What follows belongs to an exercise in optimizing a design on an open flow for small area and a short achievable clock period; a production flow would make more cautious choices. In this exercise RTL edits were held to simulation tests only and were not proved equivalent to the original. Power is estimated from default activity; no workload was simulated.

==> module CPU, before the edit <==
module CPU(
  input clk,
  input reset,
  input [18:0] instruction,
  output reg [18:0] r3,
  output [14:0] Pc
);
  localparam T1 = 8;
  localparam T2 = 14;
  localparam RW = 10;
  reg [14:0] Pc_register;
  reg [14:0] Link_register;
  assign Pc = Pc_register;
  wire [14:0] Pc_next = Pc_register + 15'd1;
  reg [4:0] If_Id_Opcode;
  reg [7:0] If_Id_rs1, If_Id_rs2;
  reg [2:0] If_Id_rd;
  reg [14:0] If_Id_Pc1;
  always @(posedge clk) begin
    If_Id_Opcode <= instruction[18:14];
    If_Id_rs1 <= 8'b1 << instruction[14:12];
    If_Id_rs2 <= 8'b1 << instruction[11:9];
    If_Id_rd <= instruction[8:6];
    If_Id_Pc1 <= Pc_next;
  end
  wire [4:0] id_op = If_Id_Opcode;
  reg [2:0] Memory_Wb_rd;
  reg Memory_Wb_write;
  wire [18:0] A, B;
  RegisterFile register_file(
    .clk(clk),
    .reset(reset),
    .r1(If_Id_rs1),
    .r2(If_Id_rs2),
    .r3(Memory_Wb_rd),
    .write_data(r3),
    .register_write(Memory_Wb_write),
    .read_data1(A),
    .read_data2(B)
  );
  wire id_register_write, id_div, id_load, id_store, id_sel_res, id_branch, id_jump, id_call, id_ret;
  ControlUnit control(
    .Opcode(id_op),
    .register_write(id_register_write),
    .is_div(id_div),
    .is_load(id_load),
    .is_store(id_store),
    .sel_res(id_sel_res),
    .branch(id_branch),
    .jump(id_jump),
    .call(id_call),
    .ret(id_ret)
  );
  wire [18:0] id_P, id_AQ;
  DivSteps #(.FIRST(0), .LAST(T1), .RW(RW)) div1(.P(19'b0), .AQ(A), .B(B), .Po(id_P), .AQo(id_AQ));
  reg [18:0] Id_Ex_B, Id_Ex_P, Id_Ex_AQ;
  reg [18:19-T1] Id_Ex_A_high;    
  reg [4:0] Id_Ex_Opcode;
  reg [2:0] Id_Ex_rd;
  reg Id_Ex_register_write, Id_Ex_div, Id_Ex_load, Id_Ex_store, Id_Ex_sel_res;
  reg Id_Ex_take, Id_Ex_call, Id_Ex_ret;
  always @(posedge clk) begin
    Id_Ex_A_high <= A[18:19-T1];
    Id_Ex_Opcode <= id_op;
    Id_Ex_B <= B;
    Id_Ex_P <= id_P;
    Id_Ex_AQ <= id_AQ;
    Id_Ex_rd <= If_Id_rd;
    Id_Ex_register_write <= id_register_write;
    Id_Ex_div <= id_div;
    Id_Ex_load <= id_load;
    Id_Ex_store <= id_store;
    Id_Ex_sel_res <= id_sel_res;
    Id_Ex_take <= id_jump | (id_branch && A == B);
    Id_Ex_call <= id_call;
    Id_Ex_ret <= id_ret;
  end
  wire [18:0] Id_Ex_A = {Id_Ex_A_high, Id_Ex_AQ[18:T1]};
  always @(posedge clk or posedge reset)
    if (reset)
      Pc_register <= 15'b0;
    else if (Id_Ex_ret)
      Pc_register <= Link_register;
    else if (Id_Ex_take)
      Pc_register <= Id_Ex_A[14:0];
    else
      Pc_register <= Pc_next;
  reg reset_seen;    
  always @(posedge clk or posedge reset)
    if (reset)
      reset_seen <= 1'b1;
    else
      reset_seen <= 1'b0;
  always @(posedge clk or posedge reset)
    if (reset)
      Link_register <= 15'b0;
    else if (id_call)
      Link_register <= If_Id_Pc1;
    else if (reset_seen && Id_Ex_call)
      Link_register <= 15'd1;
  wire [18:0] ex_res;
  ArithmeticLU alu(.r1(Id_Ex_A), .r2(Id_Ex_B), .Opcode(Id_Ex_Opcode), .r3(ex_res));
  wire [18:0] ex_P, ex_AQ;
  DivSteps #(.FIRST(T1), .LAST(T2), .RW(RW)) div2(.P(Id_Ex_P), .AQ(Id_Ex_AQ), .B(Id_Ex_B), .Po(ex_P), .AQo(ex_AQ));
  reg [18:0] Ex_Memory_B, Ex_Memory_P, Ex_Memory_AQ;
  reg [2:0] Ex_Memory_rd;
  reg Ex_Memory_register_write, Ex_Memory_div, Ex_Memory_load, Ex_Memory_store, Ex_Memory_sel_res;
  always @(posedge clk) begin
    Ex_Memory_B <= Id_Ex_B;
    Ex_Memory_P <= ex_P;
    Ex_Memory_AQ <= Id_Ex_div ? ex_AQ : ex_res;
    Ex_Memory_rd <= Id_Ex_rd;
    Ex_Memory_register_write <= Id_Ex_register_write;
    Ex_Memory_div <= Id_Ex_div;
    Ex_Memory_load <= Id_Ex_load;
    Ex_Memory_store <= Id_Ex_store;
    Ex_Memory_sel_res <= Id_Ex_sel_res;
  end
  wire [18:0] Ex_Memory_res = Ex_Memory_AQ;
  wire [18:0] memory_data;
  MemoryInterface memory_interface(
    .clk(clk),
    .reset(reset),
    .address(Ex_Memory_res[3:0]),
    .write_data(Ex_Memory_B),
    .memory_write(Ex_Memory_store),
    .read_data(memory_data)
  );
  wire [18:0] mem_P, quotient;
  DivSteps #(.FIRST(T2), .LAST(19), .RW(RW)) div3(.P(Ex_Memory_P), .AQ(Ex_Memory_AQ), .B(Ex_Memory_B), .Po(mem_P), .AQo(quotient));
  wire sel_div = Ex_Memory_div && Ex_Memory_B != 19'b0;    
  always @(posedge clk) begin
    r3 <= ({19{sel_div}} & quotient) |
          ({19{Ex_Memory_load}} & memory_data) |
          ({19{Ex_Memory_sel_res}} & Ex_Memory_res);
    Memory_Wb_rd <= Ex_Memory_rd;
    Memory_Wb_write <= Ex_Memory_register_write;
  end
endmodule
Settings: LEC_CHECK=0, ABC_AREA=1, CAP_MARGIN=20, CORE_MARGIN=2, CORE_UTILIZATION=65, CTS_BUF_LIST=sky130_fd_sc_hd__clkbuf_4 sky130_fd_sc_hd__clkbuf_8, PLACE_DENSITY=0.8, SLEW_MARGIN=20, TNS_END_PERCENT=10; clock period 36.0 ns.
standard.sh (not shown) runs the stock make flow with config.mk's settings and CLKGATE_MAP_FILE= SYNTH_SCRIPT=/design/flow/synth_recipe.tcl, a recipe that flattens the netlist after the stock synthesis.
==> flow/flow/run.sh <==
#!/bin/bash
# Standard ORFS layout (the standard.sh, standard synthesis unchanged), with
# two changes to how the layout is made:
#  - port buffers are buf_2 cells instead of the resizer's default delay cells;
#  - timing repair aims for the slack the design can reach at its real speed
#    (a setup margin), so it upsizes the slowest paths.
# The clock period, I/O delays and loads are the design's (constraint.sdc).
set -euo pipefail
export BUFFER_PORTS_ARGS="-buffer_cell sky130_fd_sc_hd__buf_2"
export SETUP_SLACK_MARGIN=27.5
bash standard.sh > standard.log 2>&1
Rerun with:
--- a/flow/design.v
+++ b/flow/design.v
@@ -560,13 +560,14 @@
   ArithmeticLU alu(.r1(Id_Ex_A), .r2(Id_Ex_B), .Opcode(Id_Ex_Opcode), .r3(ex_res));
   wire [18:0] ex_P, ex_AQ;
   DivSteps #(.FIRST(T1), .LAST(T2), .RW(RW)) div2(.P(Id_Ex_P), .AQ(Id_Ex_AQ), .B(Id_Ex_B), .Po(ex_P), .AQo(ex_AQ));
-  reg [18:0] Ex_Memory_B, Ex_Memory_P, Ex_Memory_AQ;
+  reg [18:0] Ex_Memory_res, Ex_Memory_B, Ex_Memory_P, Ex_Memory_AQ;
   reg [2:0] Ex_Memory_rd;
   reg Ex_Memory_register_write, Ex_Memory_div, Ex_Memory_load, Ex_Memory_store, Ex_Memory_sel_res;
   always @(posedge clk) begin
+    Ex_Memory_res <= ex_res;
     Ex_Memory_B <= Id_Ex_B;
     Ex_Memory_P <= ex_P;
-    Ex_Memory_AQ <= Id_Ex_div ? ex_AQ : ex_res;
+    Ex_Memory_AQ <= ex_AQ;
     Ex_Memory_rd <= Id_Ex_rd;
     Ex_Memory_register_write <= Id_Ex_register_write;
     Ex_Memory_div <= Id_Ex_div;
@@ -574,7 +575,6 @@
     Ex_Memory_store <= Id_Ex_store;
     Ex_Memory_sel_res <= Id_Ex_sel_res;
   end
-  wire [18:0] Ex_Memory_res = Ex_Memory_AQ;
   wire [18:0] memory_data;
   MemoryInterface memory_interface(
     .clk(clk),
After rerunning: The new run completed without violations. Sequential share of layout area goes up by 0.45 points. Routed wire length came out lower slightly. Register-to-register slack gains 30 ps. Via count came out lower slightly. First-iteration DRC count fell by a few percent. Total power is lower slightly. Cell area climbs slightly.


== job 2961 ==
Another version of the RTL of CPU (not shown whole).
For scale: roughly 720 flip-flops, ~55 I/O pins, ~44000 um2 of cells after synthesis.
==> module CPU, before the edit <==
module CPU(
  input clk,
  input reset,
  input [18:0] instruction,
  output reg [18:0] r3,
  output [14:0] Pc
);
  localparam T1 = 8;
  localparam T2 = 14;
  localparam RW = 10;
  reg [14:0] Pc_register;
  reg [14:0] Link_register;
  assign Pc = Pc_register;
  wire [14:0] Pc_next = Pc_register + 15'd1;
  reg [4:0] If_Id_Opcode;
  reg [7:0] If_Id_rs1, If_Id_rs2;
  reg [2:0] If_Id_rd;
  reg [14:0] If_Id_Pc1;
  always @(posedge clk) begin
    If_Id_Opcode <= instruction[18:14];
    If_Id_rs1 <= 8'b1 << instruction[14:12];
    If_Id_rs2 <= 8'b1 << instruction[11:9];
    If_Id_rd <= instruction[8:6];
    If_Id_Pc1 <= Pc_next;
  end
  wire [4:0] id_op = If_Id_Opcode;
  reg [2:0] Memory_Wb_rd;
  reg Memory_Wb_write;
  wire [18:0] A, B;
  RegisterFile register_file(
    .clk(clk),
    .reset(reset),
    .r1(If_Id_rs1),
    .r2(If_Id_rs2),
    .r3(Memory_Wb_rd),
    .write_data(r3),
    .register_write(Memory_Wb_write),
    .read_data1(A),
    .read_data2(B)
  );
  wire id_register_write, id_div, id_load, id_store, id_sel_res, id_branch, id_jump, id_call, id_ret;
  ControlUnit control(
    .Opcode(id_op),
    .register_write(id_register_write),
    .is_div(id_div),
    .is_load(id_load),
    .is_store(id_store),
    .sel_res(id_sel_res),
    .branch(id_branch),
    .jump(id_jump),
    .call(id_call),
    .ret(id_ret)
  );
  wire [18:0] id_P, id_AQ;
  DivSteps #(.FIRST(0), .LAST(T1), .RW(RW)) div1(.P(19'b0), .AQ(A), .B(B), .Po(id_P), .AQo(id_AQ));
  reg [18:0] Id_Ex_B, Id_Ex_P, Id_Ex_AQ;
  reg [18:19-T1] Id_Ex_A_high;    
  reg [4:0] Id_Ex_Opcode;
  reg [2:0] Id_Ex_rd;
  reg Id_Ex_register_write, Id_Ex_div, Id_Ex_load, Id_Ex_store, Id_Ex_sel_res;
  reg Id_Ex_take, Id_Ex_call, Id_Ex_ret;
  always @(posedge clk) begin
    Id_Ex_A_high <= A[18:19-T1];
    Id_Ex_Opcode <= id_op;
    Id_Ex_B <= B;
    Id_Ex_P <= id_P;
    Id_Ex_AQ <= id_AQ;
    Id_Ex_rd <= If_Id_rd;
    Id_Ex_register_write <= id_register_write;
    Id_Ex_div <= id_div;
    Id_Ex_load <= id_load;
    Id_Ex_store <= id_store;
    Id_Ex_sel_res <= id_sel_res;
    Id_Ex_take <= id_jump | (id_branch && A == B);
    Id_Ex_call <= id_call;
    Id_Ex_ret <= id_ret;
  end
  wire [18:0] Id_Ex_A = {Id_Ex_A_high, Id_Ex_AQ[18:T1]};
  always @(posedge clk or posedge reset)
    if (reset)
      Pc_register <= 15'b0;
    else if (Id_Ex_ret)
      Pc_register <= Link_register;
    else if (Id_Ex_take)
      Pc_register <= Id_Ex_A[14:0];
    else
      Pc_register <= Pc_next;
  reg reset_seen;    
  always @(posedge clk or posedge reset)
    if (reset)
      reset_seen <= 1'b1;
    else
      reset_seen <= 1'b0;
  always @(posedge clk or posedge reset)
    if (reset)
      Link_register <= 15'b0;
    else if (id_call)
      Link_register <= If_Id_Pc1;
    else if (reset_seen && Id_Ex_call)
      Link_register <= 15'd1;
  wire [18:0] ex_res;
  ArithmeticLU alu(.r1(Id_Ex_A), .r2(Id_Ex_B), .Opcode(Id_Ex_Opcode), .r3(ex_res));
  wire [18:0] ex_P, ex_AQ;
  DivSteps #(.FIRST(T1), .LAST(T2), .RW(RW)) div2(.P(Id_Ex_P), .AQ(Id_Ex_AQ), .B(Id_Ex_B), .Po(ex_P), .AQo(ex_AQ));
  reg [18:0] Ex_Memory_res, Ex_Memory_B, Ex_Memory_P, Ex_Memory_AQ;
  reg [2:0] Ex_Memory_rd;
  reg Ex_Memory_register_write, Ex_Memory_div, Ex_Memory_load, Ex_Memory_store, Ex_Memory_sel_res;
  always @(posedge clk) begin
    Ex_Memory_res <= ex_res;
    Ex_Memory_B <= Id_Ex_B;
    Ex_Memory_P <= ex_P;
    Ex_Memory_AQ <= ex_AQ;
    Ex_Memory_rd <= Id_Ex_rd;
    Ex_Memory_register_write <= Id_Ex_register_write;
    Ex_Memory_div <= Id_Ex_div;
    Ex_Memory_load <= Id_Ex_load;
    Ex_Memory_store <= Id_Ex_store;
    Ex_Memory_sel_res <= Id_Ex_sel_res;
  end
  wire [18:0] memory_data;
  MemoryInterface memory_interface(
    .clk(clk),
    .reset(reset),
    .address(Ex_Memory_res[3:0]),
    .write_data(Ex_Memory_B),
    .memory_write(Ex_Memory_store),
    .read_data(memory_data)
  );
  wire [18:0] mem_P, quotient;
  DivSteps #(.FIRST(T2), .LAST(19), .RW(RW)) div3(.P(Ex_Memory_P), .AQ(Ex_Memory_AQ), .B(Ex_Memory_B), .Po(mem_P), .AQo(quotient));
  wire sel_div = Ex_Memory_div && Ex_Memory_B != 19'b0;    
  always @(posedge clk) begin
    r3 <= ({19{sel_div}} & quotient) |
          ({19{Ex_Memory_load}} & memory_data) |
          ({19{Ex_Memory_sel_res}} & Ex_Memory_res);
    Memory_Wb_rd <= Ex_Memory_rd;
    Memory_Wb_write <= Ex_Memory_register_write;
  end
endmodule
==> flow/config.mk <==
export PLATFORM = sky130hd
export DESIGN_NAME = CPU
export DESIGN_NICKNAME = CPU
export VERILOG_FILES = /design/flow/design.v
export SDC_FILE = /design/flow/constraint.sdc
export NUM_CORES = 4
export LEC_CHECK = 0
export ABC_AREA = 1
export CAP_MARGIN = 20
export CORE_MARGIN = 2
export CORE_UTILIZATION = 55
export CTS_BUF_LIST = sky130_fd_sc_hd__clkbuf_4 sky130_fd_sc_hd__clkbuf_8
export PLACE_DENSITY = 0.7
export SLEW_MARGIN = 20
export TNS_END_PERCENT = 10
==> flow/constraint.sdc <==
create_clock -name core_clock -period 36.0 [get_ports {clk}]
set_input_delay 7.2000 -clock core_clock [delete_from_list [all_inputs] [get_ports {clk}]]
set_output_delay 7.2000 -clock core_clock [all_outputs]
set_load 0.01 [all_outputs]
Scripts as last shown in full above: flow/flow/run.sh
Job 2961: full flow OK, the timing, DRC and antenna checks passed
Changes in job 4915 relative to job 2961:
diff --git a/flow/design.v b/flow/design.v
--- a/flow/design.v
+++ b/flow/design.v
@@ -230,11 +230,11 @@
   output reg [18:0] r3,
   output [14:0] Pc
 );
   localparam T1 = 8;
   localparam T2 = 14;
-  localparam RW = 10;
+  localparam RW = 12;
   reg [14:0] Pc_register;
   reg [14:0] Link_register;
   assign Pc = Pc_register;
   wire [14:0] Pc_next = Pc_register + 15'd1;
   reg [4:0] If_Id_Opcode;
Results
Between job 2961 and job 4915, net switching share of the total power decreased. Sort job 2961 and job 4915 by multi-input combinational area share, ascending, and job 4915 comes first. Compared with job 2961, in job 4915 total length of routed met3 wires rose by 11%; detailed-placement wirelength estimate has decreased; number of gates resized after cts increased 200%. Fraction of power consumed by the clock network of job 4915 is on par with job 2961. Job 4915 vs job 2961 — wire length rose 2800 um. Job 2961 has a higher sequential share of layout area than job 4915. Per the comparison of job 4915 with job 2961, design area picked up an extra 1100 um2; core utilization picked up an extra 2.9 points; cell area after synthesis lost 2.7%; via count lost 0.85%. Looking at the reports, job 4915 completed the entire flow and the layout it produced met the timing, DRC and antenna checks. For the count of clock-buffer cells in the layout, job 4915 came in 10 higher than job 2961 did. Job 4915 vs job 2961: sequential-to-total area share from yosys stat up.

-- separate check: timing with driven ports --
The results above use ideal ports. As a check the final layouts listed here were re-extracted and re-timed, cells and wires unchanged.
Step 1: set_driving_cell puts a clkbuf_16 on clk and a buf_2 on each other input, an assumption about the parent block.
Step 2 times the ports against the registers' clock, not the clock port: input delays grow and output delays shrink by t, the midpoint of the rising clock arrivals with the driver on.
Three values: ideal, step 1, step 2; two values: the first two.
| run | shift t [ns] | setup slack, ns | worst register clock-pin slew, ns | pins driven straight from the clock port |
|---|---|---|---|---|
| the first run of note 1 | 0.803 | 27.473 / 27.406 / 27.919 | 0.07 / 0.07 | 1 |
| the second run of note 1 | 0.777 | 27.435 / 27.372 / 27.855 | 0.08 / 0.08 | 1 |
| job 2961 | 0.780 | 27.482 / 27.419 / 27.959 | 0.08 / 0.08 | 1 |
| job 4915 | 0.804 | 27.299 / 27.299 / 27.299 | 0.09 / 0.09 | 1 |
After both steps every run listed still meets setup and hold. Setup slack includes reset recovery checks.
